This design comes from an exercise in tuning for small area, a short achievable clock period and few clock cycles on the open sky130 flow, not from production work. Only simulation tests tie the RTL to the original design; equivalence was not proved.

**design.v**
```verilog
`timescale 1ns/10ps
module  CONV(clk, reset, busy, ready, iaddr, idata, cwr, caddr_wr, cdata_wr, crd, caddr_rd, cdata_rd, csel);
	input				clk;
	input				reset;
	output reg			busy;
	input				ready;
	output reg	[11:0]	iaddr;
	input		[19:0]	idata;
	output reg			cwr;
	output reg	[11:0]	caddr_wr;
	output reg	[19:0]	cdata_wr;
	output reg			crd;
	output reg	[11:0]	caddr_rd;
	input		[19:0]	cdata_rd;
	output reg	[2:0]	csel;
	wire 		[19:0]	weight[0:8];
	wire 		[19:0]	bias;
	reg 		[19:0]	img[0:8];
	wire 		[39:0]	conv[0:8];
	reg			[39:0]	total;
	wire 		[19:0]	L0_ans;
	wire		[5:0]	y;
	wire		[5:0]	x;
	reg					kernel;  
	reg			[19:0]	img1_max;
	reg			[19:0]	img2_max;
	reg			[19:0]	img3_max;
	reg			[19:0]	img4_max;
	wire		[19:0]	max1;
	wire		[19:0]	max2;
	wire		[19:0]	max;
	reg 		[4:0]	state;
	reg 		[4:0]	nstate;
	integer i;
	parameter IDLE 			= 0, 
				L0_START 	= 1,
				L0_LeftUp 	= 2,
				L0_Up 		= 3,
				L0_RightUp 	= 4,
				L0_Left 	= 5,
				L0_Mid 		= 6,
				L0_Right 	= 7,
				L0_LeftDown = 8,
				L0_Down 	= 9,
				L0_RightDown = 10,
				L0_WRITE 	= 11,
				L0_NEXT 	= 12,
				L1_START 	= 13,
				L1_LeftUp 	= 14,
				L1_RightUp 	= 15,
				L1_LeftDown = 16,
				L1_RightDown = 17,
				L1_WRITE 	= 18,
				L1_NEXT 	= 19,
				L2_START	= 20,
				L2_READ1	= 21,
				L2_WRITE1	= 22,
				L2_READ2	= 23,
				L2_WRITE2	= 24,
				L2_NEXT		= 25,
				done 		= 31;
	assign weight[0] = kernel ? 20'hFDB55 : 20'h0A89E;
	assign weight[1] = kernel ? 20'h02992 : 20'h092D5;
	assign weight[2] = kernel ? 20'hFC994 : 20'h06D43;
	assign weight[3] = kernel ? 20'h050FD : 20'h01004;
	assign weight[4] = kernel ? 20'h02F20 : 20'hF8F71;
	assign weight[5] = kernel ? 20'h0202D : 20'hF6E54;
	assign weight[6] = kernel ? 20'h03BD7 : 20'hFA6D7;
	assign weight[7] = kernel ? 20'hFD369 : 20'hFC834;
	assign weight[8] = kernel ? 20'h05E68 : 20'hFAC19;
	assign bias = kernel ? 20'hF7295 : 20'h01310;
	assign y = caddr_wr[11:6];
	assign x = caddr_wr[5:0];
	assign max1 = (img1_max > img2_max) ? img1_max : img2_max;
	assign max2 = (img3_max > img4_max) ? img3_max : img4_max;
	assign max = (max1 > max2) ? max1 : max2;
	always @(posedge clk or posedge reset) begin
		if (reset) begin
			csel <= 3'b000;
		end
		else if (ready) begin
			csel <= 3'b001;
		end
		else if (state == L0_NEXT && (&caddr_wr) && kernel == 1'b0) begin
			csel <= 3'b010;
		end
		else if (state == L1_START) begin
			csel <= kernel ? 3'b010 : 3'b001;
		end
		else if (state == L1_WRITE) begin
			csel <= kernel ? 3'b100 : 3'b011;
		end
		else if (state == L2_READ1) begin
			csel <= 3'b011;
		end
		else if (state == L2_READ2) begin
			csel <= 3'b100;
		end
		else if (state == L2_WRITE1 || state == L2_WRITE2) begin
			csel <= 3'b101;
		end
	end
	always @(posedge clk or posedge reset) begin
		if (reset) begin
			kernel <= 1'b0;
		end
		else if ((state == L0_NEXT && (&caddr_wr)) || (state == L1_NEXT && (&caddr_wr[9:0]))) begin
			kernel <= ~kernel;
		end
	end
	always @(posedge clk or posedge reset) begin
		if (reset) begin
			crd <= 1'b0;
		end
		else if (state == L1_START || state == L2_READ1 || state == L2_READ2) begin
			crd <= 1'b1;
		end
		else if (state == L1_WRITE || state == L2_WRITE1 || state == L2_WRITE2) begin
			crd <= 1'b0;
		end
	end
	always @(posedge clk or posedge reset) begin
		if (reset) begin
			caddr_rd <= 12'b0;
		end
		else begin
			case (state)
				L1_START	: caddr_rd <= {caddr_wr[9:5], 1'b0, caddr_wr[4:0], 1'b0};
				L1_LeftUp	: caddr_rd <= {caddr_wr[9:5], 1'b0, caddr_wr[4:0], 1'b0} + 12'd1;
				L1_RightUp	: caddr_rd <= {caddr_wr[9:5], 1'b0, caddr_wr[4:0], 1'b0} + 12'd64;
				L1_LeftDown	: caddr_rd <= {caddr_wr[9:5], 1'b0, caddr_wr[4:0], 1'b0} + 12'd65;
				L2_READ1	: caddr_rd <= {2'b0, caddr_wr[10:1]};
				L2_READ2	: caddr_rd <= {2'b0, caddr_wr[10:1]};
				default		: caddr_rd <= caddr_rd;
			endcase
		end
	end
	always @(posedge clk or posedge reset) begin
		if (reset) begin
			img1_max <= 20'b0;
			img2_max <= 20'b0;
			img3_max <= 20'b0;
			img4_max <= 20'b0;
		end
		else begin
			case (state)
				L1_LeftUp	: img1_max <= cdata_rd;
				L1_RightUp	: img2_max <= cdata_rd;
				L1_LeftDown	: img3_max <= cdata_rd;
				L1_RightDown: img4_max <= cdata_rd;
				default		: img1_max <= img1_max;
			endcase
		end
	end
	always @(posedge clk or posedge reset) begin
		if (reset) begin
			cwr <= 1'b0;
		end
		else if (state == L0_WRITE || state == L1_WRITE || state == L2_WRITE1 || state == L2_WRITE2) begin
			cwr <= 1'b1;
		end
		else begin
			cwr <= 1'b0;
		end
	end
	always @(posedge clk or posedge reset) begin
		if (reset) begin
			cdata_wr <= 12'b0;
		end
		else if (state == L0_WRITE) begin
			cdata_wr <= L0_ans[19] ? 20'h0 : L0_ans;
		end
		else if (state == L1_WRITE) begin
			cdata_wr <= max;
		end
		else if (state == L2_WRITE1 || state == L2_WRITE2) begin
			cdata_wr <= cdata_rd;
		end
	end
	always @(posedge clk or posedge reset) begin
		if (reset) begin
			caddr_wr <= 12'b0;
		end
		else if (state == L0_NEXT) begin
			caddr_wr <= caddr_wr + 12'b1;
		end
		else if (state == L1_NEXT) begin
			caddr_wr <= (&caddr_wr[9:0]) ? 12'd0 : caddr_wr + 12'd1;
		end
		else if (state == L2_READ2 || state == L2_NEXT) begin
			caddr_wr <= caddr_wr + 12'd1;
		end
	end
	generate
		genvar j;
		for (j = 0; j <= 8; j=j+1) begin
			mult u_mult(.a(img[j]), .b(weight[j]), .out(conv[j]));
		end
	endgenerate
	always @(*) begin
		total = 44'b0;
		for (i = 0; i <= 8; i=i+1) begin
			total = total + conv[i];
		end
	end
	assign L0_ans = total[35:16] + total[15] + bias;
	always @(posedge clk or posedge reset) begin
		if (reset) begin
			for (i = 0; i <= 8; i=i+1) begin
				img[i] <= 20'h0;
			end
		end
		else begin
			case(state)
				L0_LeftUp	: img[0] <= (x == 6'd0 || y == 6'd0) 	? 20'h0 : idata;
				L0_Up		: img[1] <= (y == 6'd0) 				? 20'h0 : idata;
				L0_RightUp	: img[2] <= (x == 6'd63 || y == 6'd0) 	? 20'h0 : idata;
				L0_Left		: img[3] <= (x == 6'd0) 				? 20'h0 : idata;
				L0_Mid		: img[4] <= idata;
				L0_Right	: img[5] <= (x == 6'd63) 				? 20'h0 : idata;
				L0_LeftDown	: img[6] <= (x == 6'd0 || y == 6'd63) 	? 20'h0 : idata;
				L0_Down		: img[7] <= (y == 6'd63) 				? 20'h0 : idata;
				L0_RightDown: img[8] <= (x == 6'd63 || y == 6'd63)	? 20'h0 : idata;
				default		: img[0] <= img[0];
			endcase
		end
	end
	always @(posedge clk or posedge reset) begin
		if (reset) begin
			iaddr <= 12'b0;
		end
		else begin
			case(state)
				L0_START	: iaddr <= caddr_wr - 12'd65;
				L0_LeftUp	: iaddr <= caddr_wr - 12'd64;
				L0_Up		: iaddr <= caddr_wr - 12'd63;
				L0_RightUp	: iaddr <= caddr_wr - 12'd1;
				L0_Left		: iaddr <= caddr_wr;
				L0_Mid		: iaddr <= caddr_wr + 12'd1;
				L0_Right	: iaddr <= caddr_wr + 12'd63;
				L0_LeftDown	: iaddr <= caddr_wr + 12'd64;
				L0_Down		: iaddr <= caddr_wr + 12'd65;
				default		: iaddr <= iaddr;
			endcase
		end
	end
	always @(posedge clk or posedge reset) begin
		if (reset)					busy <= 1'b0;
		else if (ready)				busy <= 1'b1;
		else if (state == done)		busy <= 1'b0;
	end
	always @(*) begin
		case(state)
			IDLE 		: nstate = (ready) ? L0_START : IDLE;
			L0_START	: nstate = L0_LeftUp;
			L0_LeftUp	: nstate = L0_Up;
			L0_Up		: nstate = L0_RightUp;
			L0_RightUp	: nstate = L0_Left;
			L0_Left		: nstate = L0_Mid;
			L0_Mid		: nstate = L0_Right;
			L0_Right	: nstate = L0_LeftDown;
			L0_LeftDown	: nstate = L0_Down;
			L0_Down		: nstate = L0_RightDown;
			L0_RightDown: nstate = L0_WRITE;
			L0_WRITE	: nstate = L0_NEXT;
			L0_NEXT		: nstate = (kernel == 1'b1 && (&caddr_wr)) ? L1_START : L0_START;
			L1_START	: nstate = L1_LeftUp;
			L1_LeftUp	: nstate = L1_RightUp;
			L1_RightUp	: nstate = L1_LeftDown;
			L1_LeftDown	: nstate = L1_RightDown;
			L1_RightDown: nstate = L1_WRITE;
			L1_WRITE	: nstate = L1_NEXT;
			L1_NEXT		: nstate = (kernel == 1'b1 && (&caddr_wr[9:0])) ? L2_READ1 : L1_START;
			L2_READ1	: nstate = L2_WRITE1;
			L2_WRITE1	: nstate = L2_READ2;
			L2_READ2	: nstate = L2_WRITE2;
			L2_WRITE2	: nstate = L2_NEXT;
			L2_NEXT		: nstate = (&caddr_wr[10:0]) ? done : L2_READ1;
			default		: nstate = state;
		endcase
	end
	always @(posedge clk or posedge reset) begin
		if (reset) 		state <= IDLE;
		else			state <= nstate;
	end
endmodule
module mult(a, b, out);
	input	signed	[19:0] a, b;
	output 	signed	[39:0] out;
	assign out = a * b;
endmodule
```
**run.sh**
```bash
#!/bin/bash
# synth_recipe.tcl (not shown) runs the flow's synth.tcl, then flattens the netlist and writes it again
# the make line also repeats each setting of config.mk as NAME=value (left out here)
make -C /OpenROAD-flow-scripts/flow DESIGN_CONFIG=/design/flow/config.mk WORK_HOME=/design/flow/orfs CLKGATE_MAP_FILE= SYNTH_SCRIPT=/design/flow/synth_recipe.tcl finish
```
**config.mk**
```make
export PLATFORM = sky130hd
export DESIGN_NAME = CONV
export DESIGN_NICKNAME = CONV
export VERILOG_FILES = /design/flow/design.v
export SDC_FILE = /design/flow/constraint.sdc
export NUM_CORES = 4
export LEC_CHECK = 0
export CAP_MARGIN = 20
export CORE_MARGIN = 2
export CORE_UTILIZATION = 45
export PLACE_DENSITY = 0.6
export SLEW_MARGIN = 20
```
**constraint.sdc**
```tcl
create_clock -name core_clock -period 17.0 [get_ports {clk}]
set_input_delay 3.4000 -clock core_clock [delete_from_list [all_inputs] [get_ports {clk}]]
set_output_delay 3.4000 -clock core_clock [all_outputs]
set_load 0.01 [all_outputs]
```
==> results by group <==
Global route
  • Initial antenna violation count: 6
  • Largest net degree at the start of global routing: 151
  • Vias in the first global route: 71900
  • First-pass GRT wire length: 477000 µm
  • Gr usage total: 0.294
  • Total grt overflow: 0

Worst setup path
  • R2r endpoint: cdata_wr[0]
  • Worst setup EP type: register
  • R2R depth: 61
  • Slowest stage cell, crit path: fa_1
  • Critical path arrival: 16.54 ns
  • Worst path required time: 17.59 ns
  • CP Max Fanout: 19
  • Most used cell, CP: fa_1
  • Setup slack, reg-to-reg: 1.05 ns
  • R2R Path Start: kernel
  • Critical path class: reg2reg
  • Crit path launch type: register
  • Largest stage delay, worst path: 0.58 ns

Final layout
  • Fin nets: 13300
  • Area grow syn2layout: 6.99%
  • Share of layout cells above drive strength 1: 0.0431

Synth
  • Synth top area share: 0.523
  • Sequential share of the synthesized area: 0.0826
  • Count leader, synth: inv_1
  • Async set-or-reset flop fraction in the synthesized netlist: 1.00
  • Predominant post-synthesis flop cell: dfrtp_1
  • Synth Area per Inst: 10.7 µm²
  • Yosys cell types: 95
  • Post-synth EDFFs: 0
  • Leading area contributor after synthesis: fa_1
  • Warnings from Yosys: 3
  • Synth cell count leaders: inv_1 (2860), fa_1 (2597), ha_1 (1168)
  • Post-synthesis register bit count: 328
  • Synthesized area: 99400 µm²
  • Cells after Synth: 9332
  • Synth area leaders: fa_1 (52%), ha_1 (15%), inv_1 (11%)

Clocking
  • Clock Pin Slew Worst Setup and Hold Paths: 0.07 ns
  • H-tree depth: 2
  • Root Buffer: clkbuf_16
  • Worst-Skew Late Latency: 0.74 ns
  • TritonCTS clock tree: yes
  • Hold-fix buffers, CTS: 0
  • Sink Count: 328
  • CTS Buf Count: 49
  • Clock tree buffer depth: 3

Place
  • Input/output buffers: 104
  • Gpl congestion: 0.985
  • Dpl hpwl: 282000 µm

Timing
  • Relative slew slack: 0.192
  • Slew of the pin with the lowest slew margin: 1.21 ns
  • Final min period: 15.95 ns
  • Final setup vio count: 0
  • Total negative slack: 0 ns
  • Fin. Hold Viols: 0
  • Fmax: 0.0627 GHz
  • RSZ-0062 raised after global routing: false
  • Worst hold margin: 0.484 ns
  • Final Slew Violations: 0
  • Final cycle utilization of the critical path: 0.938
  • Worst Skew: 0.0986 ns

Route
  • Drt pass-1 iters: 6
  • Via count: 64100
  • Vias/cell: 5.14
  • Iteration-0 DRC Markers: 5082
  • Residual DRC: 0
  • Average wire per standard cell: 25.3 µm
  • Post-DRT Antenna Nets: 0
  • Final WL: 316000 µm

Die
  • Core box area: 220000 µm²
  • Initial Utilization: 0.452
  • Die Area: 225000 µm²
  • Die height: 474 µm
  • Core Rows: 172
  • I/O pin count: 105
  • Die X: 474 µm

Worst hold path
  • Hold Path Class: reg2reg
  • WHS Endpoint: caddr_rd[1]
  • Hold path startpoint: caddr_rd[1]
  • Hold path depth: 2

Run
  • Max Cap Viol: 0

Status
  • Status: no timing/DRC/antenna violations
what timing repair did:
action / in CTS / in global routing
endpoints found under the setup margin: 0 / 19
setup buffers: 0 / 3
gates resized for setup: 0 / 1
final cells by class:
class / count / area (µm²)
flip-flops and latches: 328 / 8210
fillers: 20200 / 113000
multi-input cells: 6017 / 80100
inverters: 2863 / 10800
repair buffers: 209 / 1850
well taps: 2958 / 3700
clock buffers: 62 / 1360
clock inverters: 29 / 413
diodes: 8 / 20.0
flip-flops by register name (all words and copies together) (netlist names):
signal	count
busy	1
caddr_rd	12
caddr_wr	12
cdata_wr	20
crd	1
csel	3
cwr	1
iaddr	12
img	180
img1_max	20
img2_max	20
img3_max	20
img4_max	20
kernel	1
state	5
cells by family after synthesis:
group                    count (synthesis)  share of synthesized area
adder cells (fa/ha/maj)               3765                      0.670
flip-flops                             328                     0.0826
buffers and inverters                 3151                      0.120
AND/OR/NAND/NOR                       1073                     0.0490
other                                    2                  0.0000755
multiplexers                            89                    0.00970
XOR/XNOR                               232                     0.0209
AO/OA/AOI/OAI                          692                     0.0483
per-stage QoR:
step,setup WS [ns],instance area (µm²),cells,util
finish,1.05,106000,12500,0.484
global route,0.132,106000,12500,0.484
CTS,0.781,106000,12500,0.484
detailed placement,0.860,105000,12400,0.476
global placement,0.837,105000,12400,0.476
floorplan,1.28,100000,9496,-
worst max-delay path by stage:
stage	slack [ns]	depth (start not counted)	endpoint	start
finish	1.05	61	cdata_wr[0]	kernel
floorplan	1.28	63	cdata_wr[2]	kernel
detailed placement	0.86	59	cdata_wr[16]	kernel
global placement	0.84	59	cdata_wr[9]	kernel
global route	0.13	59	cdata_wr[18]	kernel
CTS	0.78	59	cdata_wr[16]	kernel
worst max-delay path: cells and delay by family (launching register included):
kind / cells / cell delay [ns]
XOR/XNOR: 4 / 0.57
AND/OR/NAND/NOR: 7 / 1.34
AO/OA/AOI/OAI: 15 / 2.91
flip-flops: 1 / 0.55
buffers and inverters: 15 / 1.04
adder cells (fa/ha/maj): 20 / 9.36
per-layer routing:
metal / wire length [µm] / track usage / up-vias
met5: 20 / 0 / -
met4: 14400 / 0.110 / 2
met1: 131000 / 0.398 / 34000
met3: 21200 / 0.0488 / 412
met2: 149000 / 0.476 / 2029
li1: - / - / 27700
cell usage in the layout, fill, tap and decap left out, drive strengths merged, types with 20 or more instances in the layout:
cell type / instances
or2: 76
conb: 166
mux2i: 30
nand2: 508
a32o: 20
a21oi: 122
o31ai: 44
nand2b: 23
nand3: 35
xor2: 45
nor3: 33
fa: 2597
nand4: 24
o21ai: 199
clkbuf: 62
dfrtp: 328
mux2: 59
o22ai: 25
ha: 1168
a21o: 60
inv: 2867
xnor2: 187
buf: 106
clkdlybuf4s50: 103
nor2b: 62
a22o: 80
and2: 65
nor2: 218
Testbench counts, summed over its fixed seeds: cycles 942,096.

==> what the ideal ports hide <==
Ports are ideal in the flow. The routed layout listed here was re-timed in OpenROAD.
Step 1, drivers: a clkbuf_16 drives clk and a buf_2 each remaining input, both assumed.
Step 2 times the ports against the registers' clock, not the clock port: input delays grow and output delays shrink by t, the midpoint of the rising clock arrivals with the driver on.
Slacks: ideal ports / drivers / drivers and shift; pairs: ideal ports / drivers.
t (ns): 0.763
slack for setup (ns): 1.055 / 1.055 / 1.055
worst hold slack (ns): 0.484 / 0.484 / 0.484
worst register clock-pin slew, ns: 0.09 / 0.09
After both steps this run still meets setup and hold. For this run, drivers alone change the setup slack by 0.000 ns; drivers and shift together by 0.000 ns.
